This is an optimization exercise on Yosys and OpenROAD, whose aim is small area, not a production implementation. Only simulation tests tie the RTL to the original design; equivalence was not proved. No activity file was given, so power comes from the tool's default toggle rates.

$ cat config.mk
export PLATFORM = sky130hd
export DESIGN_NAME = pcs_8b_10b
export DESIGN_NICKNAME = pcs_8b_10b
export VERILOG_FILES = /design/flow/design.v
export SDC_FILE = /design/flow/constraint.sdc
export NUM_CORES = 4
export LEC_CHECK = 0
export CAP_MARGIN = 20
export CORE_MARGIN = 2
export CORE_UTILIZATION = 40
export SLEW_MARGIN = 20
$ cat constraint.sdc
create_clock -name core_clock -period 4.0 [get_ports {clk}]
set_input_delay 0.8000 -clock core_clock [delete_from_list [all_inputs] [get_ports {clk}]]
set_output_delay 0.8000 -clock core_clock [all_outputs]
set_load 0.01 [all_outputs]
$ cat design.v
module pcs_8b_10b(clk, reset, tx_rd_in, tx_char_val, tx_data_in, tx_data_out, rx_rd_in, rx_char_val, rx_data_in, rx_data_out);
  input clk;
  wire clk;
  input reset;
  wire reset;
  input tx_rd_in;
  wire tx_rd_in;
  input tx_char_val;
  wire tx_char_val;
  input [7:0] tx_data_in;
  wire [7:0] tx_data_in;
  output [9:0] tx_data_out;
  reg [9:0] tx_data_out;
  input rx_rd_in;
  wire rx_rd_in;
  output rx_char_val;
  reg rx_char_val;
  input [9:0] rx_data_in;
  wire [9:0] rx_data_in;
  output [7:0] rx_data_out;
  reg [7:0] rx_data_out;
  wire [7:0] n000;
  wire [1:0] n001;
  wire [9:0] n002;
  wire [8:0] n003;
  wire n004;
  wire n005;
  wire n006;
  wire n007;
  wire n008;
  wire n009;
  wire n010;
  wire n011;
  wire n012;
  wire n013;
  wire n014;
  wire n015;
  wire n016;
  wire n017;
  wire n018;
  wire n019;
  wire n020;
  wire n021;
  wire n022;
  wire n023;
  wire n024;
  wire n025;
  wire n026;
  wire n027;
  wire n028;
  wire n029;
  wire n030;
  wire n031;
  wire n032;
  wire n033;
  wire n034;
  wire n035;
  wire n036;
  wire n037;
  wire n038;
  wire n039;
  wire n040;
  wire n041;
  wire n042;
  wire n043;
  wire n044;
  wire n045;
  wire n046;
  wire n047;
  wire n048;
  wire n049;
  wire n050;
  wire n051;
  wire n052;
  wire n053;
  wire n054;
  wire n055;
  wire n056;
  wire n057;
  wire n058;
  wire n059;
  wire n060;
  wire n061;
  wire n062;
  wire n063;
  wire n064;
  wire n065;
  wire n066;
  wire n067;
  wire n068;
  wire n069;
  wire n070;
  wire n071;
  wire n072;
  wire n073;
  wire n074;
  wire n075;
  wire n076;
  wire n077;
  wire n078;
  wire n079;
  wire n080;
  wire n081;
  wire n082;
  wire n083;
  wire n084;
  wire n085;
  wire n086;
  wire n087;
  wire n088;
  wire n089;
  wire n090;
  wire n091;
  wire n092;
  wire n093;
  wire n094;
  wire n095;
  wire n096;
  wire n097;
  wire n098;
  wire n099;
  wire n100;
  wire n101;
  wire n102;
  wire n103;
  wire n104;
  wire n105;
  wire n106;
  wire n107;
  wire n108;
  wire n109;
  wire n110;
  wire n111;
  wire n112;
  wire n113;
  wire n114;
  wire n115;
  wire n116;
  wire n117;
  wire n118;
  wire n119;
  wire n120;
  wire n121;
  wire n122;
  wire n123;
  wire n124;
  wire n125;
  wire n126;
  wire n127;
  wire n128;
  wire n129;
  wire n130;
  wire n131;
  wire n132;
  wire n133;
  wire n134;
  wire n135;
  wire n136;
  wire n137;
  wire n138;
  wire n139;
  wire n140;
  wire n141;
  wire n142;
  wire n143;
  wire n144;
  wire n145;
  wire n146;
  wire n147;
  wire n148;
  wire n149;
  wire n150;
  wire n151;
  wire n152;
  wire n153;
  wire n154;
  wire n155;
  wire n156;
  wire n157;
  wire n158;
  wire n159;
  wire n160;
  wire n161;
  wire n162;
  wire n163;
  wire n164;
  wire n165;
  wire n166;
  wire n167;
  wire n168;
  wire n169;
  wire n170;
  wire n171;
  wire n172;
  wire n173;
  wire n174;
  wire n175;
  wire n176;
  wire n177;
  wire n178;
  wire n179;
  wire n180;
  wire n181;
  wire n182;
  wire n183;
  wire n184;
  wire n185;
  wire n186;
  wire n187;
  wire n188;
  wire n189;
  wire n190;
  wire n191;
  wire n192;
  wire n193;
  wire n194;
  wire n195;
  wire n196;
  wire n197;
  wire n198;
  wire n199;
  wire n200;
  wire n201;
  wire n202;
  wire n203;
  wire n204;
  wire n205;
  wire n206;
  wire n207;
  wire n208;
  wire n209;
  wire n210;
  wire n211;
  wire n212;
  wire n213;
  wire n214;
  wire n215;
  wire n216;
  wire n217;
  wire n218;
  wire n219;
  wire n220;
  wire n221;
  wire n222;
  wire n223;
  wire n224;
  wire n225;
  wire n226;
  wire n227;
  wire n228;
  wire n229;
  wire n230;
  wire n231;
  wire n232;
  wire n233;
  wire n234;
  wire n235;
  wire n236;
  wire n237;
  wire n238;
  wire n239;
  wire n240;
  wire [4:0] d5;
  reg [7:0] dec_r;
  reg [1:0] e_hi_r;
  wire [1:0] e_kk_r;
  reg [3:0] e_lo_r;
  reg e_rd_r;
  wire in_k28;
  reg k28;
  wire kc;
  reg [8:0] sel_r;
  assign n208 = rx_data_in[7] & ~(rx_data_in[5]);
  assign n209 = ~(rx_data_in[7] & rx_data_in[4]);
  assign n210 = rx_data_in[5] | rx_data_in[4];
  assign n211 = ~(n210 & n209);
  assign n212 = n211 & ~(n208);
  assign n213 = rx_data_in[6] & rx_data_in[7];
  assign n214 = ~(rx_data_in[6] | rx_data_in[7]);
  assign n215 = ~(n214 | n213);
  assign n216 = n215 & ~(n212);
  assign n217 = ~(rx_data_in[9] ^ rx_data_in[4]);
  assign n218 = n216 & ~(n217);
  assign n219 = rx_data_in[9] & ~(rx_rd_in);
  assign n220 = rx_rd_in & ~(rx_data_in[9]);
  assign n221 = n220 | n219;
  assign n222 = n221 & n217;
  assign n223 = n222 & ~(n216);
  assign n224 = ~(rx_data_in[6] | rx_data_in[5]);
  assign n225 = rx_data_in[8] & ~(n224);
  assign n226 = n225 & n209;
  assign n227 = ~rx_data_in[8];
  assign n228 = rx_data_in[6] & rx_data_in[5];
  assign n229 = n227 & ~(n228);
  assign n230 = ~(rx_data_in[7] | rx_data_in[4]);
  assign n231 = n229 & ~(n230);
  assign n232 = rx_rd_in ? n231 : n226;
  assign n233 = n232 | n223;
  assign n234 = n233 | n218;
  assign n235 = n220 & ~(n228);
  assign n236 = n219 & ~(n224);
  assign n237 = ~(n236 | n235);
  assign n238 = n213 | rx_data_in[4];
  assign n239 = n225 & ~(n238);
  assign n240 = ~rx_data_in[4];
  assign n004 = n214 | n240;
  assign n005 = n229 & ~(n004);
  assign n006 = ~(n005 | n239);
  assign n007 = n006 & ~(n237);
  assign d5[1] = n234 & ~(n007);
  assign n008 = ~(rx_data_in[6] ^ rx_data_in[8]);
  assign n009 = ~(n224 | n228);
  assign n010 = ~(rx_data_in[6] | rx_data_in[4]);
  assign n011 = rx_data_in[6] & rx_data_in[4];
  assign n012 = ~(n011 | n010);
  assign n013 = ~(n012 | n009);
  assign n014 = ~(n008 | n212);
  assign n015 = n014 & ~(n013);
  assign d5[3] = d5[1] ? n008 : n015;
  assign n016 = d5[3] & ~(n013);
  assign n017 = ~(rx_data_in[6] ^ rx_data_in[9]);
  assign n018 = ~(n017 | n212);
  assign d5[0] = n018 ^ n016;
  assign n019 = ~(rx_data_in[5] & rx_data_in[4]);
  assign n020 = n227 ? n210 : n019;
  assign n021 = n020 | d5[0];
  assign n022 = n019 & n210;
  assign n023 = n022 | ~(n217);
  assign n024 = ~(n023 & n215);
  assign n025 = n024 ^ n016;
  assign d5[2] = n021 & ~(n025);
  assign n026 = rx_data_in[2] & ~(rx_data_in[3]);
  assign n027 = rx_data_in[3] & ~(rx_data_in[2]);
  assign n028 = ~(n027 | n026);
  assign n029 = ~(rx_data_in[1] | rx_data_in[0]);
  assign n030 = n029 | n028;
  assign n031 = rx_data_in[1] | ~(rx_data_in[2]);
  assign n032 = rx_data_in[3] & ~(n031);
  assign n033 = n032 | rx_data_in[4];
  assign n034 = n030 & ~(n033);
  assign n035 = rx_data_in[1] & rx_data_in[0];
  assign n036 = n035 | n028;
  assign n037 = rx_data_in[1] & ~(rx_data_in[2]);
  assign n038 = n037 & ~(rx_data_in[3]);
  assign n039 = n038 | n240;
  assign n040 = n036 & ~(n039);
  assign n041 = n040 | n034;
  assign n042 = ~rx_data_in[9];
  assign n043 = ~(n011 | n208);
  assign n044 = ~(n043 & n227);
  assign n045 = rx_data_in[5] & ~(rx_data_in[7]);
  assign n046 = ~(n045 | n010);
  assign n047 = rx_data_in[8] & ~(n043);
  assign n048 = ~(n047 | n046);
  assign n049 = n044 & ~(n048);
  assign n050 = n042 & ~(n049);
  assign n051 = n049 & ~(n042);
  assign n052 = n012 | n215;
  assign n053 = rx_data_in[8] ? n043 : n046;
  assign n054 = ~(n053 & n052);
  assign n055 = rx_data_in[5] & ~(rx_rd_in);
  assign n056 = n027 & ~(rx_data_in[1]);
  assign n057 = ~(n056 & n055);
  assign n058 = rx_rd_in & ~(rx_data_in[5]);
  assign n059 = ~(n026 & rx_data_in[1]);
  assign n060 = n058 & ~(n059);
  assign n061 = n057 & ~(n060);
  assign n062 = n061 | n054;
  assign n063 = ~(n062 | n051);
  assign n064 = n063 & ~(n050);
  assign n065 = n041 & ~(n064);
  assign n066 = rx_data_in[8] | rx_rd_in;
  assign n067 = n066 | n019;
  assign n068 = n067 | n017;
  assign n069 = n068 | d5[0];
  assign n070 = n234 & ~(n237);
  assign n071 = n054 & ~(n070);
  assign n072 = n230 & ~(n227);
  assign n073 = ~(n072 & n058);
  assign n074 = n071 & ~(n073);
  assign n075 = n074 | n041;
  assign n076 = n069 & ~(n075);
  assign kc = ~(n076 | n065);
  assign n077 = rx_data_in[0] & ~(rx_data_in[1]);
  assign n078 = rx_data_in[0] & ~(rx_data_in[3]);
  assign n079 = n078 | n077;
  assign n080 = rx_data_in[3] & ~(rx_data_in[0]);
  assign n081 = rx_data_in[1] & ~(rx_data_in[0]);
  assign n082 = n081 | n080;
  assign n083 = rx_rd_in ? n079 : n082;
  assign n003[7] = kc ? n083 : dec_r[7];
  assign n084 = ~(n081 | n077);
  assign n085 = rx_data_in[2] ^ rx_rd_in;
  assign n086 = n085 ^ n084;
  assign n003[6] = kc ? n086 : dec_r[6];
  assign n087 = ~(n080 | n078);
  assign n088 = n028 & ~(n087);
  assign n089 = rx_data_in[3] ^ rx_rd_in;
  assign n090 = n089 | n088;
  assign n003[5] = kc ? n090 : dec_r[5];
  assign n091 = n051 & ~(n058);
  assign n092 = n050 & ~(n055);
  assign n093 = ~(n092 | n091);
  assign d5[4] = n093 & ~(n071);
  assign n003[4] = kc | dec_r[4];
  assign n094 = ~n009;
  assign n003[3] = kc ? n094 : dec_r[3];
  assign n095 = ~(n012 & n215);
  assign n003[2] = kc ? n095 : dec_r[2];
  assign n003[1] = kc ? n232 : dec_r[1];
  assign n003[0] = kc ? d5[0] : dec_r[0];
  assign n096 = rx_rd_in & ~(n074);
  assign n097 = n069 & ~(n096);
  assign n098 = n026 & ~(n084);
  assign n099 = n098 | n088;
  assign n100 = n027 & ~(n084);
  assign n101 = n100 | n088;
  assign n000[6] = n097 ? n099 : n101;
  assign n000[5] = n097 ? n101 : n099;
  assign n102 = ~(k28 & tx_char_val);
  assign n103 = tx_char_val & ~(e_kk_r[0]);
  assign n104 = n102 & ~(n103);
  assign n105 = e_lo_r[2] | e_lo_r[0];
  assign n106 = e_lo_r[1] & e_lo_r[0];
  assign n107 = ~(e_lo_r[1] | e_lo_r[0]);
  assign n108 = e_lo_r[2] ? n106 : n107;
  assign n109 = ~e_lo_r[3];
  assign n110 = n106 ^ n109;
  assign n111 = n110 & n108;
  assign n112 = e_lo_r[1] & ~(n111);
  assign n113 = n105 & ~(n112);
  assign n114 = n104 & ~(n113);
  assign n115 = n108 | tx_char_val;
  assign n116 = e_lo_r[3] & ~(e_lo_r[2]);
  assign n117 = ~e_lo_r[2];
  assign n118 = n106 ? e_lo_r[3] : n117;
  assign n119 = n118 & ~(n116);
  assign n120 = e_lo_r[2] & e_lo_r[3];
  assign n121 = n107 & ~(n120);
  assign n122 = ~(n121 | n119);
  assign n123 = e_lo_r[3] & ~(n107);
  assign n124 = n117 & ~(n106);
  assign n125 = n124 | ~(n123);
  assign n126 = tx_data_in[4] ? n125 : n122;
  assign n127 = n126 & ~(n115);
  assign n128 = ~e_rd_r;
  assign n129 = tx_data_in[4] | tx_char_val;
  assign n130 = n110 & ~(n129);
  assign n131 = n130 ^ n128;
  assign n132 = ~(n131 | n127);
  assign n002[8] = n132 ^ n114;
  assign n133 = e_rd_r & ~(n127);
  assign n134 = ~(n107 & n109);
  assign n135 = n129 | n106;
  assign n136 = n135 | n123;
  assign n137 = n134 & ~(n136);
  assign n138 = n102 & ~(n137);
  assign n139 = ~n103;
  assign n140 = n134 & ~(e_lo_r[2]);
  assign n141 = n139 & ~(n140);
  assign n142 = n141 & ~(n130);
  assign n143 = n142 | ~(n138);
  assign n002[7] = n143 ^ n133;
  assign n144 = e_lo_r[3] & ~(n103);
  assign n145 = n144 & ~(n108);
  assign n146 = n145 | ~(n102);
  assign n002[6] = n146 ^ n132;
  assign n147 = n129 | n111;
  assign n148 = n103 & ~(k28);
  assign n149 = n147 & ~(n148);
  assign n002[5] = n149 ^ n133;
  assign n150 = n139 & ~(n122);
  assign n151 = n138 & ~(n150);
  assign n152 = n129 | e_lo_r[2];
  assign n153 = n152 | n110;
  assign n154 = ~(n153 & n151);
  assign n002[4] = n133 ? n151 : n154;
  assign n155 = tx_data_in[7] & ~(tx_char_val);
  assign n156 = ~(e_hi_r[1] | tx_char_val);
  assign n157 = e_hi_r[0] ? e_hi_r[1] : n156;
  assign n158 = n157 & ~(n155);
  assign n159 = tx_char_val & ~(k28);
  assign n160 = e_hi_r[0] | e_hi_r[1];
  assign n161 = n103 & ~(n160);
  assign n162 = n161 | n159;
  assign n163 = ~(n162 | n158);
  assign n164 = ~(n160 | tx_char_val);
  assign n165 = n103 & ~(n162);
  assign n166 = n165 | n164;
  assign n167 = ~tx_data_in[7];
  assign n168 = e_hi_r[0] & e_hi_r[1];
  assign n169 = n168 | tx_char_val;
  assign n170 = n169 ? e_rd_r : n167;
  assign n002[0] = n166 ? n128 : n170;
  assign n171 = ~(n002[0] ^ n163);
  assign n172 = n171 | e_hi_r[1];
  assign n173 = ~(n159 | e_hi_r[0]);
  assign n174 = e_rd_r & tx_char_val;
  assign n175 = ~(n174 & e_hi_r[1]);
  assign n176 = ~(n175 & n173);
  assign n177 = n172 & ~(n176);
  assign n178 = n174 & ~(n173);
  assign n179 = e_rd_r | tx_char_val;
  assign n180 = e_hi_r[1] & ~(n179);
  assign n181 = n180 | n178;
  assign n002[2] = n181 | n177;
  assign n002[1] = ~n171;
  assign n182 = n097 & ~(n028);
  assign n183 = n077 & ~(n182);
  assign n184 = ~(n097 | n028);
  assign n185 = n081 & ~(n184);
  assign n000[7] = n185 | n183;
  assign n186 = n116 & ~(e_lo_r[1]);
  assign n187 = ~(n186 | e_lo_r[0]);
  assign n188 = n104 & ~(n187);
  assign n002[9] = n188 ^ n132;
  assign n189 = n156 & e_hi_r[0];
  assign n190 = e_kk_r[0] & ~(n173);
  assign n191 = n156 | e_hi_r[0];
  assign n192 = k28 & ~(e_hi_r[1]);
  assign n193 = tx_char_val & ~(n192);
  assign n194 = n191 & ~(n193);
  assign n195 = n194 | n190;
  assign n196 = n195 ? n128 : n174;
  assign n002[3] = n196 | n189;
  assign n197 = ~(tx_data_in[0] | tx_data_in[1]);
  assign n198 = tx_data_in[2] & tx_data_in[3];
  assign n199 = ~(n198 & tx_data_in[4]);
  assign in_k28 = n197 & ~(n199);
  assign n200 = tx_data_in[0] & tx_data_in[1];
  assign n201 = n200 ^ n198;
  assign n202 = ~(tx_data_in[6] & tx_data_in[5]);
  assign n203 = n202 & ~(n197);
  assign n204 = ~(tx_data_in[2] | tx_data_in[3]);
  assign n205 = ~(tx_data_in[7] & tx_data_in[4]);
  assign n206 = n205 | n204;
  assign n207 = n206 | n203;
  assign n001[0] = n201 & ~(n207);
  always @(posedge clk)
    dec_r[0] <= d5[0];
  always @(posedge clk)
    dec_r[1] <= d5[1];
  always @(posedge clk)
    dec_r[2] <= d5[2];
  always @(posedge clk)
    dec_r[3] <= d5[3];
  always @(posedge clk)
    dec_r[4] <= d5[4];
  always @(posedge clk)
    dec_r[5] <= n000[5];
  always @(posedge clk)
    dec_r[6] <= n000[6];
  always @(posedge clk)
    dec_r[7] <= n000[7];
  always @(posedge clk)
    sel_r[0] <= n003[0];
  always @(posedge clk)
    sel_r[1] <= n003[1];
  always @(posedge clk)
    sel_r[2] <= n003[2];
  always @(posedge clk)
    sel_r[3] <= n003[3];
  always @(posedge clk)
    sel_r[4] <= n003[4];
  always @(posedge clk)
    sel_r[5] <= n003[5];
  always @(posedge clk)
    sel_r[6] <= n003[6];
  always @(posedge clk)
    sel_r[7] <= n003[7];
  always @(posedge clk)
    sel_r[8] <= kc;
  always @(posedge clk)
    rx_data_out[0] <= sel_r[0];
  always @(posedge clk)
    rx_data_out[1] <= sel_r[1];
  always @(posedge clk)
    rx_data_out[2] <= sel_r[2];
  always @(posedge clk)
    rx_data_out[3] <= sel_r[3];
  always @(posedge clk)
    rx_data_out[4] <= sel_r[4];
  always @(posedge clk)
    rx_data_out[5] <= sel_r[5];
  always @(posedge clk)
    rx_data_out[6] <= sel_r[6];
  always @(posedge clk)
    rx_data_out[7] <= sel_r[7];
  always @(posedge clk)
    rx_char_val <= sel_r[8];
  always @(posedge clk)
    e_lo_r[0] <= tx_data_in[0];
  always @(posedge clk)
    e_lo_r[1] <= tx_data_in[1];
  always @(posedge clk)
    e_lo_r[2] <= tx_data_in[2];
  always @(posedge clk)
    e_lo_r[3] <= tx_data_in[3];
  always @(posedge clk)
    e_hi_r[0] <= tx_data_in[5];
  always @(posedge clk)
    e_hi_r[1] <= tx_data_in[6];
  always @(posedge clk)
    e_rd_r <= tx_rd_in;
  reg \e_kk_r_reg[0] ;
  always @(posedge clk)
    \e_kk_r_reg[0]  <= n001[0];
  assign e_kk_r[0] = \e_kk_r_reg[0] ;
  always @(posedge clk)
    k28 <= in_k28;
  always @(posedge clk)
    tx_data_out[0] <= n002[0];
  always @(posedge clk)
    tx_data_out[1] <= n002[1];
  always @(posedge clk)
    tx_data_out[2] <= n002[2];
  always @(posedge clk)
    tx_data_out[3] <= n002[3];
  always @(posedge clk)
    tx_data_out[4] <= n002[4];
  always @(posedge clk)
    tx_data_out[5] <= n002[5];
  always @(posedge clk)
    tx_data_out[6] <= n002[6];
  always @(posedge clk)
    tx_data_out[7] <= n002[7];
  always @(posedge clk)
    tx_data_out[8] <= n002[8];
  always @(posedge clk)
    tx_data_out[9] <= n002[9];
  assign n000[4:0] = d5;
  assign n001[1] = in_k28;
  assign n003[8] = kc;
  assign e_kk_r[1] = k28;
endmodule
$ cat flow/run.sh
#!/bin/bash
# Own layout flow: the standard layout, with two changes.
#  1. Synthesis is the standard script (synth_recipe.tcl) with the combinational
#     mapping step changed: no half/full-adder extraction and an area-only ABC
#     mapping (flow/area.abc). Registers are made by the same passes as in the
#     standard synthesis, so they keep their names and cell types.
#  2. Ports are buffered with sky130_fd_sc_hd__buf_1 instead of the default.
# Each tool's output goes to a log file of its own in the work folder.
set -euo pipefail
WORK="$(cd "$(dirname "$0")/.." && pwd)"
cd "$WORK"

# synthesis script: the standard one with our mapping step
sed -e "s#@AREA_ABC@#$WORK/flow/area.abc#" flow/synth_pre.tcl > "$WORK/own_synth.tcl"
tail -n +2 synth_recipe.tcl >> "$WORK/own_synth.tcl"

# the standard make line, with our synthesis script
sed -e "s#SYNTH_SCRIPT=[^ ]*#SYNTH_SCRIPT=$WORK/own_synth.tcl#" standard.sh > own_standard.sh

bash own_standard.sh synth > "$WORK/log_synth.txt" 2>&1
BUFFER_PORTS_ARGS="-buffer_cell sky130_fd_sc_hd__buf_1" bash own_standard.sh > "$WORK/log_layout.txt" 2>&1
test -s out/final.def
$ cat flow/area.abc
strash
&get -n
&dch -f
&nf -R 1000
&put
topo
$ cat flow/synth_pre.tcl
proc synth {args} { yosys synth -nofsm -noshare {*}$args }
# no half/full-adder extraction
proc extract_fa {args} { puts "extract_fa skipped" }
# area-only mapping script in place of the standard one
proc abc {args} {
  set out {}
  set skip 0
  foreach a $args {
    if { $skip } { set skip 0; continue }
    if { $a eq "-script" } { lappend out -script @AREA_ABC@; set skip 1; continue }
    if { $a eq "-D" } { set skip 1; continue }
    lappend out $a
  }
  yosys abc {*}$out
}
$ cat standard.sh
#!/bin/bash
# synth_recipe.tcl (not shown) runs the flow's synth.tcl, then flattens the netlist and writes it again
# the make line also repeats each setting of config.mk as NAME=value (left out here)
make -C /OpenROAD-flow-scripts/flow DESIGN_CONFIG=/design/flow/config.mk WORK_HOME=/design/flow/orfs CLKGATE_MAP_FILE= SYNTH_SCRIPT=/design/flow/synth_recipe.tcl "${@:-finish}"
==> summary.txt, run 1 <==
outcome complete, no violations; GR Util All Layers between 15 and 20%; H-tree levels 2; Die ar. 5672 sq um; DRC 0; Via Count 1779; vias in the first global route around 1600; Final Max Slew Viols 0; final hold viol count 0; clock tree sinks 45; Crit path largest cell delay around 360 ps; Core Area 4817 sq um; Setup Buffers After CTS 0; TNS Setup 0 ps; drt initial violations 85; Layout area overhead 19.93%; gr ovfl total 0; Placer Congestion 0.8327; worst path cell trace buf_1 > or2_0 > a21boi_0 > buf_4 > nor3_1 > nor2_1 > o21ai_0 > and2_0 > mux2_1 > nor2b_1 > xnor2_1 > nand2_1 > a31oi_1 > buf_4 > nor2_1 > a31oi_1; # setup viols final 0; later-pin clock latency in the skew report approximately 300 ps; cts bufs inserted 5; Slowest-stage cell, CP a21boi_0; Rel. slew slack around 52%; fin nets ~320; post-layout util 50.65%; Synth area leaders dfxtp_1 44%, a21oi_1 7.4%, xnor2_1 6.9%; Clock Skews 7.905 ps; vias per cell 4.847; asr flop ratio synth 0%; CTS Hold Bufs 0; crit end category register; Reg with most FFs tx_data_out; initial antenna violation count 0; first-pass GRT wire length 6989 um; RSZ-0062 raised after global routing false; fmax 0.2894 GHz; Post-synth EDFFs 0; post-route ant nets 0; clock-pin slew on the worst setup and hold paths about 80 ps; post-synth top area share roughly 44%; Max Cap Viol 0; post-synthesis average cell area 8.338 sq um; largest net degree at the start of global routing 21; Ys Warns 1; Syn Nets 267; share of layout cells above drive strength 1 5.000%; PwrDens roughly 460 nW/um^2; slew at the pin closest to its max-slew limit 727.1 ps; Cells after Synth 244; Synth Cell Area 2034 sq um; CTS max path bufs 2; HP Class register to register; largest registers tx_data_out (10), sel_r (9); Initial Util between 40% and 50%; WS Path Type primary input to register; CP Data Required Time 4230 ps; VDD IR max 0.0001624 V; top-count cell post-synth dfxtp_1; die height 75.32 um; io pins 42; DR WL/cell 11.11 um; leakage power 0.9200 nW; CP arrival 3680 ps; crit path max fanout 14; Synth area leader dfxtp_1; Clock Root Buffer clkbuf_8; min Tclk post-route 3456 ps; Port Buf Inserts 40; CTS tree done; max FFs per register 10; sequential area share after synthesis roughly 44%; # diodes 0; top cells by count, synth 45 x dfxtp_1, 32 x nor2_1, 30 x a21oi_1, 18 x nand2_1; Yosys reg bits between 40 and 50; first-pass iteration count of the detailed router 4; Post-CTS Resized 0; DPL Wire Length 3187 um; post-synth cell types 33; die width between 70 and 80 um; wirelength, routed 4077 um; R2R setup slack 2190 ps; share of the clock period used by the worst path about 86%; predominant post-synthesis flop cell dfxtp_1; cell row count 25; CP Launch Type primary input
## where the power goes
group	switching (mW)	internal, mW	leakage [nW]
clock network	0.148	0.187	0.0554
registers	0.0229	0.527	0.378
logic	0.133	0.0958	0.486
total	0.305	0.810	0.920
## cell type report
type	count	area, sq um
clock buffer	6	72.57
clock inverter	2	38.79
fill	483	2377
inverter	9	33.78
multi-input combinational	190	1100
sequential	45	900.9
tap	67	83.83
timing repair buffer	48	210.2
## critical path, delay by kind of cell
kind                      cells  cell delay, ps
and+or+nand+nor               7             910
AOI/OAI and AO/OA             4             840
muxes                         1             330
xor gates and xnor gates      1             210
buffers and inverters         3             580
## cells by family (layout without fill, tap and decap cells)
kind of cell / after synthesis / in the layout / synth area share [%]
flops: 45 / 45 / 44.28
mux: 8 / 8 / 4.059
simple gates: 96 / 96 / 22.88
xor+xnor: 20 / 20 / 8.610
compound gates: 66 / 66 / 18.51
buf+inv: 9 / 65 / 1.660
## routing by layer
layer,share of wire (%),wire [um],track usage [%]
met1,45,1827,18.59
met4,1.4,59,8.577
met2,50,2039,27.92
met5,0,0,0
met3,3.7,151,4.101
## path summary, 6_finish.rpt
| path | start | end | cells past startpoint |
|---|---|---|---|
| max | rx_data_in[4] | sel_r[2]$_DFF_P_ | 16 |
| min | sel_r[1]$_DFF_P_ | rx_data_out[1]$_DFF_P_ | 0 |
| max reg2reg | e_lo_r[0]$_DFF_P_ | tx_data_out[7]$_DFF_P_ | 9 |
| min reg2reg | sel_r[1]$_DFF_P_ | rx_data_out[1]$_DFF_P_ | 0 |
## placed cells by master, fill, tap and decap left out, drive strengths merged, types with 3 or more instances in the layout
master,count
nor2,32
o21ai,16
and2,5
buf,48
o22ai,3
nor3,10
a31oi,5
dfxtp,45
a21oi,30
nor2b,9
clkbuf,6
nand2,18
xnor2,16
mux2i,6
xor2,4
or2,5
clkinv,10
nand2b,7
nand3,3
## stage by stage
| step | hold slack [ps] | instances | setup WS [ps] | cell area (sq um) | power [mW] |
|---|---|---|---|---|---|
| after floorplan | 309.6 | 244 | 224.8 | 2034 | 0.7039 |
| after global placement | 309.7 | 359 | 219.2 | 2328 | 0.7879 |
| after detailed placement | 312.1 | 359 | 227.2 | 2328 | 0.7925 |
| after CTS | 332.3 | 367 | 548.7 | 2440 | 1.134 |
| after global routing | 342.8 | 367 | 224.2 | 2440 | 1.181 |
| final | 331.6 | 367 | 544.4 | 2440 | 1.115 |
==> inputs of run 2 (changes only) <==
--- a/config.mk
+++ b/config.mk
@@ -9,3 +9,4 @@
 export CORE_MARGIN = 2
 export CORE_UTILIZATION = 40
+export GPL_TIMING_DRIVEN = 0
 export SLEW_MARGIN = 20
==> summary.txt, run 2 <==
mux share of post-synthesis cell area roughly 4.1%; Die ar. between 5000 and 6000 sq um; largest family of logic cells by synthesized area simple AND/OR/NAND/NOR gates; Cells after Synth 244; RSZ-0062 raised after global routing false; CP Launch Type primary input; Core Area 4817 sq um; sequential area share after synthesis 44.28%; commonest non-fill, non-tap cell in the layout dfxtp_1; Placer Congestion 0.8718; PwrDens 446.0 nW/um^2; WS Path Type primary input to register; predominant post-synthesis flop cell dfxtp_1; Yosys reg bits 45; Port Buf Inserts 40; post-layout util 50.29%; design area roughly 2400 sq um; initial antenna violation count 0; first-pass iteration count of the detailed router 4; io pins 42; combinational share of power 21.0%; Layout Cells excl Fill 363; Switch Pwr 0.3004 mW; Reg power frac 50.9%; Ys Warns 1; min Tclk post-route 3645 ps; Clock Root Buffer clkbuf_8; # setup viols final 0; share of layout cells above drive strength 1 4.730%; worst path cell trace buf_1 > or2_0 > a21boi_2 > o21ai_0 > o21ai_0 > and2_0 > mux2_1 > nor2b_1 > xnor2_1 > nand2_1 > a31oi_4 > mux2_1; Switching Fraction 27.80%; Post-synth EDFFs 0; TNS Setup 0 ps; Final WS setup 354.5 ps; clock-pin slew on the worst setup and hold paths about 80 ps; leakage power 0.9033 nW; Clk pwr share 28.1%; vias in the first global route roughly 1600; later-pin clock latency in the skew report 290 ps; # diodes 0; Crit path largest cell delay 350 ps; CTS tree done; H-tree levels 2; Synth Cell Area 2034 sq um; fin nets 318; vias per cell 4.912; DP Area 2275 sq um; max FFs per register 10; Clock Skews 8.436 ps; wirelength, routed 3986 um; Layout area overhead 19.07%; fmax 0.2743 GHz; Syn Nets 267; most frequent cells in the layout 45 x dfxtp_1, 40 x buf_1, 32 x nor2_1; Reg with most FFs tx_data_out; DRC 0; post-route ant nets 0; first-pass GRT wire length 6934 um; Largest delay share family, worst path simple AND/OR/NAND/NOR gates; Slowest-stage cell, CP mux2_1; share of the clock period used by the worst path about nine tenths; Max Cap Viol 0; top-count cell post-synth dfxtp_1; CTS max path bufs 2; final hold viol count 0; post-synth cell types 33; asr flop ratio synth 0%; GR Util All Layers 15.91%; drt initial violations 65; HP Class register to register; slew at the pin closest to its max-slew limit 737.8 ps; Power, Total 1.080 mW; Placed Instances 351; Via Count 1783; hold slack 331.1 ps; Synth Area in Simple Gates 22.88%; Buf/Inv on CP 1; DPL Wire Length 3008 um; largest registers tx_data_out (10), sel_r (9); CP Data Required Time 4180 ps; crit end category register; Synth area leader dfxtp_1; DR WL/cell 10.98 um; Post-Synth Adder-Cell Area 0%; CP arrival 3830 ps; Initial Util between 40% and 50%; Compound-Gate Fraction of Synth Area 18.51%; gr ovfl total 0; Rel. slew slack about half; die height 75.32 um; cell row count 25; VDD IR max 0.0001638 V; outcome complete, no violations; Place WS -435.4 ps; Final Max Slew Viols 0; CTS Hold Bufs 0; crit path max fanout 12; clock tree sinks 45; die width 75.32 um; largest net degree at the start of global routing 21; cts bufs inserted 5; Synth area leaders dfxtp_1 44%, a21oi_1 7.4%, xnor2_1 6.9%; post-synthesis average cell area 8.338 sq um; Synth Area in XOR/XNOR under 10%; top cells by count, synth 45 x dfxtp_1, 32 x nor2_1, 30 x a21oi_1, 18 x nand2_1; post-synth top area share between 40% and 50%; Power Internal between 0.7 and 0.8 mW
==> run 2: routing by layer <==
metal | routed length (um) | GRT usage [%]
met2 | 1951 | 26.67
met3 | 164 | 3.836
met1 | 1795 | 19.16
met4 | 74 | 7.602
met5 | 0 | 0
==> run 2: worst register-to-register path, cell delays in order (launching register included) <==
cell,delay [ps]
dfxtp_1,330
nor2b_1,250
a21oi_1,130
a21oi_1,210
mux2i_1,270
xnor2_1,160
nor2b_1,150
a311oi_1,50
a21oi_1,150
nand2_1,60
==> run 2: worst paths after layout <==
| kind | slack, ps | cells past startpoint | start | end |
|---|---|---|---|---|
| setup / recovery | 350 | 12 | rx_data_in[4] | sel_r[1]$_DFF_P_ |
| hold / removal | 330 | 0 | sel_r[3]$_DFF_P_ | rx_data_out[3]$_DFF_P_ |
| setup reg to reg | 2140 | 9 | e_kk_r_reg[0]$_DFF_P_ | tx_data_out[2]$_DFF_P_ |
| hold reg to reg | 330 | 0 | sel_r[3]$_DFF_P_ | rx_data_out[3]$_DFF_P_ |
==> run 2: cell type report <==
type,count,area [sq um]
fillers,482,2395
multi-input cells,190,1119
flip-flops and latches,45,900.9
repair buffers,44,180.2
clock buffers,7,96.34
well taps,67,83.83
inverters,9,33.78
clock inverters,1,8.758
==> run 2: timing repair <==
item,CTS,global route
resized for setup,1,2
endpoints found under the setup margin,1,9
pin swaps,0,1
setup buffers,0,4
==> run 2: cells by family (layout without fill, tap and decap cells) <==
family | after synthesis | in the layout
and+or+nand+nor | 96 | 96
AOI/OAI and AO/OA | 66 | 66
DFF | 45 | 45
xor gates and xnor gates | 20 | 20
buffers and inverters | 9 | 61
muxes | 8 | 8
==> run 2: power groups by stage <==
stage / sequential [mW] / clock (mW) / combinational (mW)
5_1_grt: 0.561 / 0.337 / 0.259
3_3_place_gp: 0.560 / 0 / 0.216
6_report: 0.550 / 0.303 / 0.227
3_5_place_dp: 0.562 / 0 / 0.219
4_1_cts: 0.551 / 0.318 / 0.221
2_1_floorplan: 0.578 / 0 / 0.126
==> inputs of run 3 (changes only) <==
--- a/flow/run.sh
+++ b/flow/run.sh
@@ -6,4 +6,5 @@
 #     standard synthesis, so they keep their names and cell types.
 #  2. Ports are buffered with sky130_fd_sc_hd__buf_1 instead of the default.
+#  3. Clock tree synthesis arguments from flow/cts_args.txt when it exists.
 # Each tool's output goes to a log file of its own in the work folder.
 set -euo pipefail
@@ -19,4 +20,7 @@
 
 bash own_standard.sh synth > "$WORK/log_synth.txt" 2>&1
+if [[ -f flow/cts_args.txt ]]; then
+  export CTS_ARGS="$(tr '\n' ' ' < flow/cts_args.txt)"
+fi
 BUFFER_PORTS_ARGS="-buffer_cell sky130_fd_sc_hd__buf_1" bash own_standard.sh > "$WORK/log_layout.txt" 2>&1
 test -s out/final.def
==> flow/cts_args.txt (new file) <==
-sink_clustering_enable -repair_clock_nets -dont_use_dummy_load
--- a/config.mk
+++ b/config.mk
@@ -9,4 +9,3 @@
 export CORE_MARGIN = 2
 export CORE_UTILIZATION = 40
-export GPL_TIMING_DRIVEN = 0
 export SLEW_MARGIN = 20
==> summary.txt, run 3 <==
outcome complete, no violations; GR Util All Layers 16.29%; Yosys reg bits 45; share of the clock period used by the worst path 86.12%; final hold viol count 0; Switch Pwr around 0.29 mW; HP Class register to register; die height 75.32 um; Clock Skews approximately 20 ps; Setup Buffers After CTS 0; top-count cell post-synth dfxtp_1; Clk pwr share 23.8%; leakage power 0.9006 nW; max FFs per register 10; crit end category register; io pins 42; Ys Warns 1; combinational share of power 22.4%; fin nets around 320; PwrDens ~430 nW/um^2; Layout area overhead 17.84%; predominant post-synthesis flop cell dfxtp_1; H-tree levels 2; clock tree sinks 45; hold slack 330.3 ps; RSZ-0062 raised after global routing false; CTS Hold Bufs 0; clock-pin slew on the worst setup and hold paths 70 ps; crit path max fanout 14; largest net degree at the start of global routing 21; min Tclk post-route 3445 ps; Buf/Inv on CP 3; vias in the first global route 1631; Max Cap Viol 0; drt initial violations 93; CP Launch Type primary input; Clock Root Buffer clkbuf_8; post-synth top area share between 40% and 50%; commonest non-fill, non-tap cell in the layout dfxtp_1; Rel. slew slack 50.98%; cell row count 25; Reg with most FFs tx_data_out; Synth area leaders dfxtp_1 44%, a21oi_1 7.4%, xnor2_1 6.9%; Die ar. 5672 sq um; later-pin clock latency in the skew report 300 ps; Crit path largest cell delay 360 ps; Reg power frac 53.8%; first-pass iteration count of the detailed router 4; slew at the pin closest to its max-slew limit 735.3 ps; Core Area 4817 sq um; VDD IR max about 0.00013 V; Largest delay share family, worst path simple AND/OR/NAND/NOR gates; Slowest-stage cell, CP a21boi_0; gr ovfl total 0; worst path cell trace buf_1 > or2_0 > a21boi_0 > buf_4 > nor3_1 > nor2_1 > o21ai_0 > and2_0 > mux2_1 > nor2b_1 > xnor2_1 > nand2_1 > a31oi_1 > buf_4 > nor2_1 > a31oi_1; DR WL/cell approximately 11 um; WS Path Type primary input to register; CTS max path bufs 2; largest registers tx_data_out (10), sel_r (9); post-route ant nets 0; Cells after Synth between 200 and 250; Final Max Slew Viols 0; post-synthesis average cell area 8.338 sq um; DPL Wire Length 3187 um; DRC 0; top cells by count, synth 45 x dfxtp_1, 32 x nor2_1, 30 x a21oi_1, 18 x nand2_1; Placer Congestion around 0.83; Switching Fraction 28.11%; wirelength, routed 4070 um; initial antenna violation count 0; cts bufs inserted 5; fmax 0.2903 GHz; CP Data Required Time about 4200 ps; # diodes 0; first-pass GRT wire length 6982 um; Initial Util 42.23%; Syn Nets 267; share of layout cells above drive strength 1 4.377%; most frequent cells in the layout 45 x dfxtp_1, 40 x buf_1, 32 x nor2_1; Power Internal about 0.74 mW; Post-CTS Resized 0; Synth area leader dfxtp_1; asr flop ratio synth 0%; # setup viols final 0; vias per cell 4.890; TNS Setup 0 ps; Post-synth EDFFs 0; die width 75.32 um; Port Buf Inserts 40; CTS tree done; CP arrival roughly 3700 ps; sequential area share after synthesis 44.28%; Via Count 1780; post-synth cell types 33; Synth Cell Area 2034 sq um
## run 3: cell counts after synthesis
Identical to the previous run, type by type.
## run 3: layout make-up
cell class,instances,area (sq um)
clock buffers,5,68.82
fillers,485,2420
inverters,9,33.78
multi-input cells,190,1100
flip-flops and latches,45,900.9
well taps,67,83.83
repair buffers,48,210.2
## run 3: worst register-to-register path, cell delays in order, from the launching register on
cell and delay [ps]:
dfxtp_1 410, nand2_1 130, clkinv_1 90, nor2_1 50, a21oi_1 130, a21oi_1 50, nor3_1 260, o21ai_0 150
and2_0 250, xor2_1 180
## run 3: cells by family after synthesis
logic type                Yosys count  synth area share, %
DFF                                45                44.28
AOI/OAI and AO/OA                  66                18.51
buffers and inverters               9                1.660
muxes                               8                4.059
and+or+nand+nor                    96                22.88
xor gates and xnor gates           20                8.610
## run 3: final timing paths
path	slack, ps	end	start	cells after the start
max	560	sel_r[2]$_DFF_P_	rx_data_in[4]	16
min	330	rx_data_out[1]$_DFF_P_	sel_r[1]$_DFF_P_	0
max reg2reg	2190	tx_data_out[7]$_DFF_P_	e_lo_r[0]$_DFF_P_	9
min reg2reg	330	rx_data_out[1]$_DFF_P_	sel_r[1]$_DFF_P_	0
## run 3: through the flow
stage	cell area, sq um	setup WS [ps]	total power [mW]	util [%]	cells
final	2397	555.1	1.023	49.77	364
after global routing	2397	220.1	1.089	49.77	364
after CTS	2397	546.4	1.042	49.77	364
after detailed placement	2328	227.2	0.7925	48.34	359
after global placement	2328	219.2	0.7879	48.34	359
after floorplan	2034	224.8	0.7039	-	244
## run 3: routing by layer
| layer | routed length [um] | share of wire, % | global-route usage [%] | vias to the layer above |
|---|---|---|---|---|
| met2 | 2036 | 50 | 27.73 | 37 |
| li1 | - | - | - | 961 |
| met4 | 59 | 1.4 | 8.577 | 0 |
| met3 | 155 | 3.8 | 4.101 | 5 |
| met5 | 0 | 0 | 0 | - |
| met1 | 1819 | 45 | 18.83 | 777 |
## run 3: power by group through the flow
stage          Clock [mW]  Combinational [mW]  Sequential (mW)
2_1_floorplan           0               0.126            0.578
3_3_place_gp            0               0.228            0.560
3_5_place_dp            0               0.231            0.562
4_1_cts             0.260               0.231            0.551
5_1_grt             0.268               0.262            0.560
6_report            0.244               0.229            0.550
==> inputs of run 4 (changes only) <==
--- a/config.mk
+++ b/config.mk
@@ -9,3 +9,4 @@
 export CORE_MARGIN = 2
 export CORE_UTILIZATION = 40
+export GPL_TIMING_DRIVEN = 0
 export SLEW_MARGIN = 20
==> summary.txt, run 4 <==
outcome complete, no violations; Core Area 4817 sq um; Clk pwr share 23.3%; first-pass GRT wire length 6906 um; Max Cap Viol 0; post-synthesis average cell area 8.338 sq um; Slowest-stage cell, CP mux2_1; final hold viol count 0; vias in the first global route 1625; CTS Hold Bufs 0; gr ovfl total 0; CTS max path bufs 2; die width 75.32 um; Final Max Slew Viols 0; post-route ant nets 0; share of layout cells above drive strength 1 3.754%; most frequent cells in the layout 45 x dfxtp_1, 40 x buf_1, 32 x nor2_1; Syn Nets 267; Reg with most FFs tx_data_out; Placer Congestion roughly 0.87; Power Internal 0.7334 mW; predominant post-synthesis flop cell dfxtp_1; # diodes 0; die height approximately 75 um; asr flop ratio synth 0%; Die ar. 5672 sq um; top-count cell post-synth dfxtp_1; top cells by count, synth 45 x dfxtp_1, 32 x nor2_1, 30 x a21oi_1, 18 x nand2_1; Synth area leader dfxtp_1; largest net degree at the start of global routing 21; hold slack around 330 ps; PwrDens 424.8 nW/um^2; Buf/Inv on CP 1; wirelength, routed 4001 um; Power, Total 1.014 mW; HP Class register to register; Switch Pwr 0.2801 mW; CP Launch Type primary input; worst path cell trace buf_1 > or2_0 > a21boi_2 > o21ai_0 > o21ai_0 > and2_0 > mux2_1 > nor2b_1 > xnor2_1 > nand2_1 > a31oi_4 > mux2_1; commonest non-fill, non-tap cell in the layout dfxtp_1; share of the clock period used by the worst path 90.75%; Clock Skews approximately 21 ps; drt initial violations 84; DR WL/cell 11.11 um; cell row count 25; first-pass iteration count of the detailed router 4; max FFs per register 10; Rel. slew slack 50.22%; Initial Util 42.23%; Via Count 1801; largest registers tx_data_out (10), sel_r (9); CP Data Required Time 4180 ps; DPL Wire Length 3008 um; Switching Fraction 27.64%; CP arrival 3810 ps; initial antenna violation count 0; Yosys reg bits 45; later-pin clock latency in the skew report approximately 290 ps; Crit path largest cell delay 350 ps; RSZ-0062 raised after global routing false; post-synth cell types 33; slew at the pin closest to its max-slew limit 746.6 ps; VDD IR max about 0.00014 V; clock tree sinks 45; Synth Cell Area 2034 sq um; # setup viols final 0; vias per cell ~5.0; fin nets 318; cts bufs inserted 5; leakage power between 0.8 and 0.9 nW; Cells after Synth 244; fmax 0.2755 GHz; Layout area overhead 17.28%; Synth area leaders dfxtp_1 44%, a21oi_1 7.4%, xnor2_1 6.9%; Post-synth EDFFs 0; Port Buf Inserts 40; DRC 0; io pins 42; H-tree levels 2; GR Util All Layers 15.83%; Final WS setup 369.9 ps; clock-pin slew on the worst setup and hold paths 70 ps; Reg power frac between 50% and 60%; Clock Root Buffer clkbuf_8; CTS tree done; min Tclk post-route approximately 3600 ps; crit end category register; Ys Warns 1; WS Path Type primary input to register; sequential area share after synthesis 44.28%; combinational share of power 22.4%; Place WS -435.4 ps; crit path max fanout 12; post-synth top area share roughly 44%; Largest delay share family, worst path simple AND/OR/NAND/NOR gates
==> run 4: cell count changes in the layout (fill, tap and decap cells not counted) <==
cell	delta
buf_4	-4
a21boi_0	-1
a21boi_2	+1
a31oi_1	-1
a31oi_4	+1
==> run 4: timing repair <==
action,in CTS,in global routing
buffers inserted,0,4
resized for setup,1,2
setup endpoints to repair,1,10
pin swaps,0,1
gates cloned,0,0
==> run 4: path summary, 6_finish.rpt <==
kind,depth (start not counted),to,from,slack (ps)
hold reg to reg,0,rx_data_out[3]$_DFF_P_,sel_r[3]$_DFF_P_,330
hold / removal,0,rx_data_out[3]$_DFF_P_,sel_r[3]$_DFF_P_,330
setup reg to reg,9,tx_data_out[2]$_DFF_P_,e_kk_r_reg[0]$_DFF_P_,2140
setup / recovery,12,sel_r[1]$_DFF_P_,rx_data_in[4],370
==> run 4: routing by layer <==
metal / track usage, % / wire length (um) / vias up
li1: - / - / 955
met1: 18.92 / 1783 / 796
met2: 26.96 / 1954 / 46
met3: 3.439 / 189 / 4
met4: 7.602 / 73 / 0
met5: 0 / 0 / -
==> run 4: layout make-up <==
cell class                 count  area (sq um)
fill                         486          2431
sequential                    45         900.9
tap                           67         83.83
multi-input combinational    190          1119
clock buffer                   5         68.82
inverter                       9         33.78
timing repair buffer          44         180.2
==> run 4: kinds of logic (layout without fill, tap and decap cells) <==
logic type / Yosys count / after routing / share of synthesized area [%]
AOI/OAI and AO/OA: 66 / 66 / 18.51
DFF: 45 / 45 / 44.28
xor gates and xnor gates: 20 / 20 / 8.610
muxes: 8 / 8 / 4.059
buffers and inverters: 9 / 58 / 1.660
and+or+nand+nor: 96 / 96 / 22.88
==> run 4: worst register-to-register path, cell delays in order (launching register included) <==
cell and delay (ps):
dfxtp_1 320, nor2b_1 260, a21oi_1 130, a21oi_1 210
mux2i_1 270, xnor2_1 160, nor2b_1 150, a311oi_1 50
a21oi_1 150, nand2_1 60
==> run 4: metrics by stage <==
step,instances,area [sq um],util (%),setup TNS [ps]
2_1_floorplan,244,2034,-,0
3_3_place_gp,351,2268,47.09,-4908
3_5_place_dp,351,2275,47.22,-2146
4_1_cts,356,2352,48.83,0
5_1_grt,360,2386,49.53,0
6_report,360,2386,49.53,0
==> run 4: power groups by stage <==
stage	Sequential (mW)	Combinational, mW	Clock, mW
floorplan	0.578	0.126	0
global placement	0.560	0.216	0
detailed placement	0.562	0.219	0
CTS	0.552	0.221	0.250
global route	0.561	0.259	0.268
finish	0.550	0.227	0.236
==> inputs of run 5 (changes only) <==
--- a/config.mk
+++ b/config.mk
@@ -8,5 +8,6 @@
 export CAP_MARGIN = 20
 export CORE_MARGIN = 2
-export CORE_UTILIZATION = 40
+export CORE_UTILIZATION = 60
 export GPL_TIMING_DRIVEN = 0
+export PLACE_DENSITY = 0.7
 export SLEW_MARGIN = 20
==> summary.txt, run 5 <==
# diodes 0; Final Max Slew Viols 0; design area 2310 sq um; cell row count 21; Post-synth EDFFs 0; Crit path largest cell delay 360 ps; wirelength, routed about 3800 um; post-synthesis average cell area 8.338 sq um; Port Buf Inserts 40; GR Util All Layers 20.44%; Place WS -495.8 ps; max FFs per register 10; asr flop ratio synth 0%; crit path max fanout 12; post-synth cell types 33; WS Path Type primary input to register; first-pass GRT wire length 6396 um; FF/Latch Area 900.9 sq um; Switch Pwr 0.2720 mW; CTS max path bufs 2; Power Internal 0.6766 mW; share of the clock period used by the worst path 92.33%; CTS Hold Bufs 0; leakage power ~0.86 nW; initial antenna violation count 0; top cells by count, synth 45 x dfxtp_1, 32 x nor2_1, 30 x a21oi_1, 18 x nand2_1; Yosys reg bits 45; hold slack between 300 and 400 ps; Synth area leader dfxtp_1; gr ovfl total 0; Clk pwr share around a fifth; Rel. slew slack 52.23%; commonest non-fill, non-tap cell in the layout dfxtp_1; io pins 42; Core Area 3284 sq um; Initial Util between 60% and 70%; Placer Congestion ~0.85; worst path cell trace buf_1 > or2_0 > a21boi_1 > o21ai_0 > o21ai_0 > and2_0 > mux2_1 > nor2b_1 > xnor2_1 > nand2_1 > a31oi_4 > mux2_1; Largest delay share family, worst path compound AO/OA/AOI/OAI gates; die width 62.23 um; Final WS setup 306.8 ps; Clock Root Buffer clkbuf_4; fmax 0.2708 GHz; sequential area share after synthesis 44.28%; Clock Skews slightly above 20 ps; HP Class register to register; RSZ-0062 raised after global routing false; Reg power frac 57.8%; Multi-input gate area roughly 1100 sq um; VDD IR max 0.0002548 V; cts bufs inserted 5; slew at the pin closest to its max-slew limit roughly 720 ps; min Tclk post-route 3693 ps; Reg with most FFs tx_data_out; final hold viol count 0; PwrDens 410.7 nW/um^2; clock-pin slew on the worst setup and hold paths 120 ps; fin nets roughly 320; largest net degree at the start of global routing 21; Ys Warns 1; crit end category register; die height 62.23 um; outcome complete, no violations; vias in the first global route 1614; CP Data Required Time 4210 ps; Die ar. about 3900 sq um; Synth area leaders dfxtp_1 44%, a21oi_1 7.4%, xnor2_1 6.9%; Slowest-stage cell, CP mux2_1; vias per cell 5.389; predominant post-synthesis flop cell dfxtp_1; CP Launch Type primary input; Switching Fraction about 29%; H-tree levels 2; share of layout cells above drive strength 1 2.749%; clock tree sinks 45; post-synth top area share 44.28%; Max Cap Viol 0; CP arrival 3900 ps; fill count 285; drt initial violations 71; DPL Wire Length 2851 um; first-pass iteration count of the detailed router 4; largest registers tx_data_out (10), sel_r (9); CTS tree done; Syn Nets 267; combinational share of power 23.6%; DP Area 2248 sq um; top-count cell post-synth dfxtp_1; DR WL/cell 11.22 um; Buf/Inv on CP 1; Synth Cell Area 2034 sq um; later-pin clock latency in the skew report 340 ps; DRC 0; # setup viols final 0; post-route ant nets 0; post-layout util 70.32%; most frequent cells in the layout 45 x dfxtp_1, 40 x buf_1, 32 x nor2_1; Cells after Synth 244; Layout area overhead 13.53%; Via Count 1816
-- run 5: changes by cell type in the layout (fill, tap and decap cells not counted) --
cell,change
a21boi_2,-1
clkbuf_4,+5
clkbuf_8,-5
buf_4,-2
a21boi_1,+1
-- run 5: cell type report --
| cell class | count | share of cell area, % |
|---|---|---|
| Timing Repair Buffer | 42 | 7.151 |
| Clock buffer | 5 | 1.625 |
| Multi-Input combinational cell | 190 | 48.27 |
| Tap cell | 46 | 2.492 |
| Sequential cell | 45 | 39.00 |
| Inverter | 9 | 1.463 |
-- run 5: timing repair --
| action | in CTS | in global routing |
|---|---|---|
| pin swaps | 1 | 0 |
| endpoints found under the setup margin | 1 | 9 |
| gates resized for setup | 1 | 1 |
| setup buffers | 2 | 0 |
-- run 5: per-stage QoR --
stage,instances,power (mW),TNS [ps]
floorplan,244,0.7039,0
global placement,330,0.7721,-5611
detailed placement,330,0.7787,-2459
CTS,337,0.9598,0
global route,337,1.009,0
finish,337,0.9485,0
-- run 5: kinds of logic (layout without fill, tap and decap cells) --
group	Yosys count	count (layout)	share of synthesized area, %
simple gates	96	96	22.88
flops	45	45	44.28
xor+xnor	20	20	8.610
buf+inv	9	56	1.660
mux	8	8	4.059
compound gates	66	66	18.51
-- run 5: layer usage --
metal | share of wire (%) | GRT usage (%) | wire, um | vias up
li1 | - | - | - | 946
met1 | 43 | 22.25 | 1639 | 804
met2 | 49 | 38.18 | 1853 | 60
met3 | 6.1 | 4.529 | 231 | 6
met4 | 1.4 | 8.333 | 54 | 0
met5 | 0 | 0 | 0 | -
-- run 5: final timing paths --
| path | startpoint | end | slack, ps | depth (start not counted) |
|---|---|---|---|---|
| worst max-delay path | rx_data_in[4] | sel_r[1]$_DFF_P_ | 310 | 12 |
| worst max register to register | e_kk_r_reg[0]$_DFF_P_ | tx_data_out[2]$_DFF_P_ | 2130 | 9 |
| worst min register to register | sel_r[3]$_DFF_P_ | rx_data_out[3]$_DFF_P_ | 320 | 0 |
| worst min-delay path | sel_r[3]$_DFF_P_ | rx_data_out[3]$_DFF_P_ | 320 | 0 |
-- run 5: power by group through the flow --
| stage | clock network [mW] | logic [mW] | registers (mW) |
|---|---|---|---|
| 2_1_floorplan | 0 | 0.126 | 0.578 |
| 3_3_place_gp | 0 | 0.214 | 0.558 |
| 3_5_place_dp | 0 | 0.219 | 0.560 |
| 4_1_cts | 0.186 | 0.225 | 0.549 |
| 5_1_grt | 0.201 | 0.251 | 0.556 |
| 6_report | 0.176 | 0.224 | 0.548 |
==> inputs of run 6 (changes only) <==
==> flow/cts_args.txt (replaced) <==
-sink_clustering_enable -repair_clock_nets -dont_use_dummy_load -buf_list sky130_fd_sc_hd__clkbuf_4 -root_buf sky130_fd_sc_hd__clkbuf_4
--- a/config.mk
+++ b/config.mk
@@ -8,6 +8,4 @@
 export CAP_MARGIN = 20
 export CORE_MARGIN = 2
-export CORE_UTILIZATION = 60
-export GPL_TIMING_DRIVEN = 0
-export PLACE_DENSITY = 0.7
+export CORE_UTILIZATION = 40
 export SLEW_MARGIN = 20
==> summary.txt, run 6 <==
Syn Nets 267; share of layout cells above drive strength 1 under 10%; Core Area 4817 sq um; H-tree levels 2; first-pass iteration count of the detailed router 4; R2R setup slack about 2200 ps; DR WL/cell roughly 11 um; CP Data Required Time ~4300 ps; Cells after Synth 244; fill count 492; Initial Util 42.23%; crit end category register; CTS max path bufs 2; Synth area leader dfxtp_1; first-pass GRT wire length 6975 um; post-synthesis average cell area 8.338 sq um; cell row count 25; RSZ-0062 raised after global routing false; # diodes 0; Post-synth EDFFs 0; later-pin clock latency in the skew report 340 ps; largest registers tx_data_out (10), sel_r (9); clock tree sinks 45; share of the clock period used by the worst path a little over four fifths; WS Path Type primary input to register; vias per cell 4.865; Placer Congestion between 0.8 and 0.9; slew at the pin closest to its max-slew limit 733.1 ps; commonest non-fill, non-tap cell in the layout dfxtp_1; leakage power 0.8876 nW; clock-pin slew on the worst setup and hold paths 120 ps; CTS tree done; post-synth cell types 33; largest net degree at the start of global routing 21; max FFs per register 10; Port Buf Inserts 40; predominant post-synthesis flop cell dfxtp_1; GR Util All Layers 16.04%; vias in the first global route 1633; crit path max fanout 14; Synth Cell Area 2034 sq um; post-route ant nets 0; drt initial violations just over 80; die width 75.32 um; top cells by count, synth 45 x dfxtp_1, 32 x nor2_1, 30 x a21oi_1, 18 x nand2_1; Synth area leaders dfxtp_1 44%, a21oi_1 7.4%, xnor2_1 6.9%; io pins between 40 and 50; sequential area share after synthesis 44.28%; Rel. slew slack 51.13%; min Tclk post-route 3395 ps; most frequent cells in the layout 45 x dfxtp_1, 40 x buf_1, 32 x nor2_1; CTS Hold Bufs 0; CP arrival 3670 ps; final hold viol count 0; Via Count between 1500 and 2000; wirelength, routed between 4000 and 5000 um; Post-CTS Resized 0; outcome complete, no violations; cts bufs inserted 5; Layout area overhead 16.30%; Setup Buffers After CTS 0; PwrDens 404.9 nW/um^2; Max Cap Viol 0; Clock Root Buffer clkbuf_4; Power, Total 0.9579 mW; gr ovfl total 0; Reg with most FFs tx_data_out; hold slack 340.8 ps; Die ar. between 5000 and 6000 sq um; # setup viols final 0; Clock Skews approximately 32 ps; Final Max Slew Viols 0; Yosys reg bits 45; post-synth top area share 44.28%; Ys Warns 1; DRC 0; DPL Wire Length approximately 3200 um; fin nets 322; die height around 75 um; HP Class register to register; asr flop ratio synth 0%; fmax 0.2946 GHz; VDD IR max 0.0001115 V; top-count cell post-synth dfxtp_1; CP Launch Type primary input; TNS Setup 0 ps; initial antenna violation count 0
run 6: cell count changes in the layout (fill, tap and decap cells not counted), sizes merged:
cell	previous run	this run
buf	42	48
run 6: cell families after synthesis:
| group | count (synthesis) | synth area share, % |
|---|---|---|
| multiplexers | 8 | 4.059 |
| AND/OR/NAND/NOR | 96 | 22.88 |
| AO/OA/AOI/OAI | 66 | 18.51 |
| XOR/XNOR | 20 | 8.610 |
| flip-flops | 45 | 44.28 |
| buffers and inverters | 9 | 1.660 |
run 6: per-stage QoR:
step                      area, sq um  util [%]  cells  setup slack, ps
after detailed placement         2328     48.34    359            227.2
after global placement           2328     48.34    359            219.2
after floorplan                  2034         -    244            224.8
after CTS                        2366     49.12    364            597.8
after global routing             2366     49.12    364            288.3
final                            2366     49.12    364            605.5
run 6: per-layer routing:
metal / vias to the layer above / GRT usage [%] / part of all wire (%)
met3: 2 / 3.704 / 3.5
li1: 962 / - / -
met5: - / 0 / 0
met2: 34 / 27.92 / 51
met4: 0 / 7.407 / 0.84
met1: 773 / 18.67 / 45
run 6: worst paths after layout:
check                                            from                      to  depth (start not counted)
worst min-delay path                 sel_r[1]$_DFF_P_  rx_data_out[1]$_DFF_P_                          0
worst max register to register  e_kk_r_reg[0]$_DFF_P_  tx_data_out[2]$_DFF_P_                          9
worst min register to register       sel_r[1]$_DFF_P_  rx_data_out[1]$_DFF_P_                          0
worst max-delay path                    rx_data_in[4]        sel_r[2]$_DFF_P_                         16
run 6: critical path: stages:
cell	delay (ps)
buf_1	160
or2_0	280
a21boi_0	360
buf_4	180
nor3_1	40
nor2_1	80
o21ai_0	100
and2_0	180
mux2_1	330
nor2b_1	170
xnor2_1	210
nand2_1	100
a31oi_1	240
buf_4	240
nor2_1	50
a31oi_1	140
run 6: layout make-up:
class	count	area [sq um]	share of cell area, %
timing repair buffer	48	210.2	8.884
clock buffer	5	37.54	1.586
inverter	9	33.78	1.428
sequential	45	900.9	38.08
multi-input combinational	190	1100	46.48
tap	67	83.83	3.543
run 6: power by group:
group          leakage (nW)  internal, mW  switching, mW
sequential            0.378         0.527         0.0231
clock                0.0230        0.0590          0.120
combinational         0.486        0.0958          0.133
total                 0.888         0.681          0.276
==> inputs of run 7 (changes only) <==
==> flow/cts_args.txt (replaced) <==
-sink_clustering_enable -repair_clock_nets -dont_use_dummy_load -buf_list sky130_fd_sc_hd__clkbuf_8 -root_buf sky130_fd_sc_hd__clkbuf_8 -sink_clustering_size 25 -sink_clustering_max_diameter 100
==> summary.txt, run 7 <==
outcome complete, no violations; commonest non-fill, non-tap cell in the layout dfxtp_1; cell row count 25; design area 2397 sq um; Yosys reg bits 45; Switch Pwr approximately 0.29 mW; max FFs per register 10; gr ovfl total 0; post-synth cell types 33; CP Data Required Time 4220 ps; io pins 42; Max Cap Viol 0; Switching Fraction 28.11%; GR Util All Layers approximately 16%; R2R Path Start e_lo_r[0]$_DFF_P_; first-pass GRT wire length 6982 um; Power Internal 0.7353 mW; Synth area leaders dfxtp_1 44%, a21oi_1 7.4%, xnor2_1 6.9%; CTS tree done; most frequent cells in the layout 45 x dfxtp_1, 40 x buf_1, 32 x nor2_1; crit end category register; top cells by count, synth 45 x dfxtp_1, 32 x nor2_1, 30 x a21oi_1, 18 x nand2_1; Slowest-stage cell, CP a21boi_0; cts bufs inserted 5; Syn Nets 267; largest net degree at the start of global routing 21; share of the clock period used by the worst path 86.12%; die height 75.32 um; DR WL/cell 11.18 um; RSZ-0062 raised after global routing false; Synth area leader dfxtp_1; Via Count 1780; VDD IR max ~0.00013 V; die width 75.32 um; Clock Root Buffer clkbuf_8; R2R setup slack 2190 ps; fmax 0.2903 GHz; leakage power 0.9006 nW; Cells after Synth approximately 240; vias per cell 4.890; CP endpoint sel_r[2]$_DFF_P_; PwrDens 426.7 nW/um^2; HP Class register to register; Placer Congestion 0.8327; r2r endpoint tx_data_out[7]$_DFF_P_; Crit path largest cell delay 360 ps; sequential area share after synthesis 44.28%; post-synthesis average cell area 8.338 sq um; critical path startpoint rx_data_in[4]; top-count cell post-synth dfxtp_1; Port Buf Inserts 40; CTS max path bufs 2; drt initial violations 93; later-pin clock latency in the skew report 300 ps; TNS Setup 0 ps; Post-synth EDFFs 0; Synth Cell Area 2034 sq um; Place WS about 230 ps; H-tree levels 2; fin nets between 300 and 400; combinational share of power 22.4%; share of layout cells above drive strength 1 4.377%; CP arrival roughly 3700 ps; crit path max fanout 14; DRC 0; hold slack 330.3 ps; slew at the pin closest to its max-slew limit 735.3 ps; Die ar. 5672 sq um; # diodes 0; WS Path Type primary input to register; Layout area overhead 17.84%; initial antenna violation count 0; Rel. slew slack between 50% and 60%; asr flop ratio synth 0%; reg2reg path depth 9; Setup Buffers After CTS 0; Final Max Slew Viols 0; Ys Warns 1; min Tclk post-route 3445 ps; Core Area 4817 sq um; Power, Total 1.023 mW; DP Area between 2000 and 2500 sq um; post-route ant nets 0; Post-CTS Resized 0; Reg with most FFs tx_data_out; Clk pwr share 23.8%; final hold viol count 0; vias in the first global route 1631; Clock Skews just over 20 ps; clock-pin slew on the worst setup and hold paths around 70 ps; predominant post-synthesis flop cell dfxtp_1; largest registers tx_data_out (10), sel_r (9); HP Start sel_r[1]$_DFF_P_; wirelength, routed ~4100 um; fill count approximately 490; DPL Wire Length between 3000 and 4000 um; Reg power frac 53.8%; first-pass iteration count of the detailed router 4; CTS Hold Bufs 0; CP Launch Type primary input; post-synth top area share 44.28%; Initial Util 42.23%; worst path cell trace buf_1 > or2_0 > a21boi_0 > buf_4 > nor3_1 > nor2_1 > o21ai_0 > and2_0 > mux2_1 > nor2b_1 > xnor2_1 > nand2_1 > a31oi_1 > buf_4 > nor2_1 > a31oi_1; # setup viols final 0; clock tree sinks 45; Final WS setup 555.1 ps
[run 7: kinds of logic after synthesis]
family | Yosys count | synth area share, %
multiplexers | 8 | 4.059
buffers and inverters | 9 | 1.660
flip-flops | 45 | 44.28
XOR/XNOR | 20 | 8.610
AO/OA/AOI/OAI | 66 | 18.51
AND/OR/NAND/NOR | 96 | 22.88
[run 7: how the worst min path moves through the flow]
stage	slack, ps	cells past startpoint	end
2_1_floorplan	310	0	rx_char_val$_DFF_P_
3_3_place_gp	310	0	rx_data_out[5]$_DFF_P_
3_5_place_dp	310	0	rx_char_val$_DFF_P_
4_1_cts	330	0	rx_data_out[1]$_DFF_P_
5_1_grt	350	0	rx_data_out[5]$_DFF_P_
6_report	330	0	rx_data_out[1]$_DFF_P_
[run 7: critical path: cells and delay by family]
family | cells | cell delay (ps)
simple gates | 7 | 910
compound gates | 4 | 840
buf+inv | 3 | 580
mux | 1 | 330
xor+xnor | 1 | 210
[run 7: through the flow]
| step | utilization [%] | std cells |
|---|---|---|
| 2_1_floorplan | - | 244 |
| 3_3_place_gp | 48.34 | 359 |
| 3_5_place_dp | 48.34 | 359 |
| 4_1_cts | 49.77 | 364 |
| 5_1_grt | 49.77 | 364 |
| 6_report | 49.77 | 364 |
[run 7: routing by layer]
layer	vias to the layer above	part of all wire, %	track usage (%)
li1	961	-	-
met3	5	3.8	4.101
met2	37	50	27.73
met4	0	1.4	8.577
met1	777	45	18.83
met5	-	0	0
[run 7: power by group through the flow]
stage / clock network [mW] / registers, mW / logic (mW)
CTS: 0.260 / 0.551 / 0.231
detailed placement: 0 / 0.562 / 0.231
global route: 0.268 / 0.560 / 0.262
finish: 0.244 / 0.550 / 0.229
global placement: 0 / 0.560 / 0.228
floorplan: 0 / 0.578 / 0.126
[run 7: layout make-up]
| class | instances | area (sq um) | area share, % |
|---|---|---|---|
| clock buffers | 5 | 68.82 | 2.871 |
| inverters | 9 | 33.78 | 1.409 |
| multi-input cells | 190 | 1100 | 45.88 |
| flip-flops and latches | 45 | 900.9 | 37.58 |
| well taps | 67 | 83.83 | 3.497 |
| repair buffers | 48 | 210.2 | 8.768 |

[separate check: timing with driven ports]
The results above use ideal ports. As a check the final layouts listed here were re-extracted and re-timed, cells and wires unchanged.
Step 1: set_driving_cell puts a clkbuf_16 on clk and a buf_2 on each other input, an assumption about the parent block.
Step 2 also shifts input and output timing later by t, the mid clock arrival at the registers, as if the neighbouring blocks saw the same clock.
Slacks: ideal ports / drivers / drivers and shift; pairs: ideal ports / drivers.
run | t, ns | setup slack, ns | hold WS [ns] | clock arrival spread, ns | worst register clock-pin slew, ns
run 1 | 0.320 | 0.544 / 0.546 / 0.226 | 0.332 / 0.332 / 0.332 | 0.008 / 0.008 | 0.08 / 0.08
run 2 | 0.318 | 0.355 / 0.363 / 0.045 | 0.331 / 0.331 / 0.331 | 0.009 / 0.009 | 0.08 / 0.08
run 3 | 0.314 | 0.555 / 0.556 / 0.242 | 0.330 / 0.330 / 0.330 | 0.020 / 0.020 | 0.08 / 0.08
run 4 | 0.303 | 0.370 / 0.376 / 0.073 | 0.330 / 0.330 / 0.330 | 0.023 / 0.023 | 0.08 / 0.08
run 5 | 0.348 | 0.307 / 0.310 / -0.038 | 0.316 / 0.316 / 0.316 | 0.028 / 0.028 | 0.12 / 0.12
run 6 | 0.352 | 0.605 / 0.609 / 0.257 | 0.341 / 0.341 / 0.341 | 0.032 / 0.032 | 0.13 / 0.13
run 7 | 0.314 | 0.555 / 0.556 / 0.242 | 0.330 / 0.330 / 0.330 | 0.020 / 0.020 | 0.08 / 0.08
Met with ideal ports but missed after step 2: setup timing in run 5. The setup slack of run 6, which loses most, moves by +0.004 ns with the drivers and by -0.348 ns with both steps.
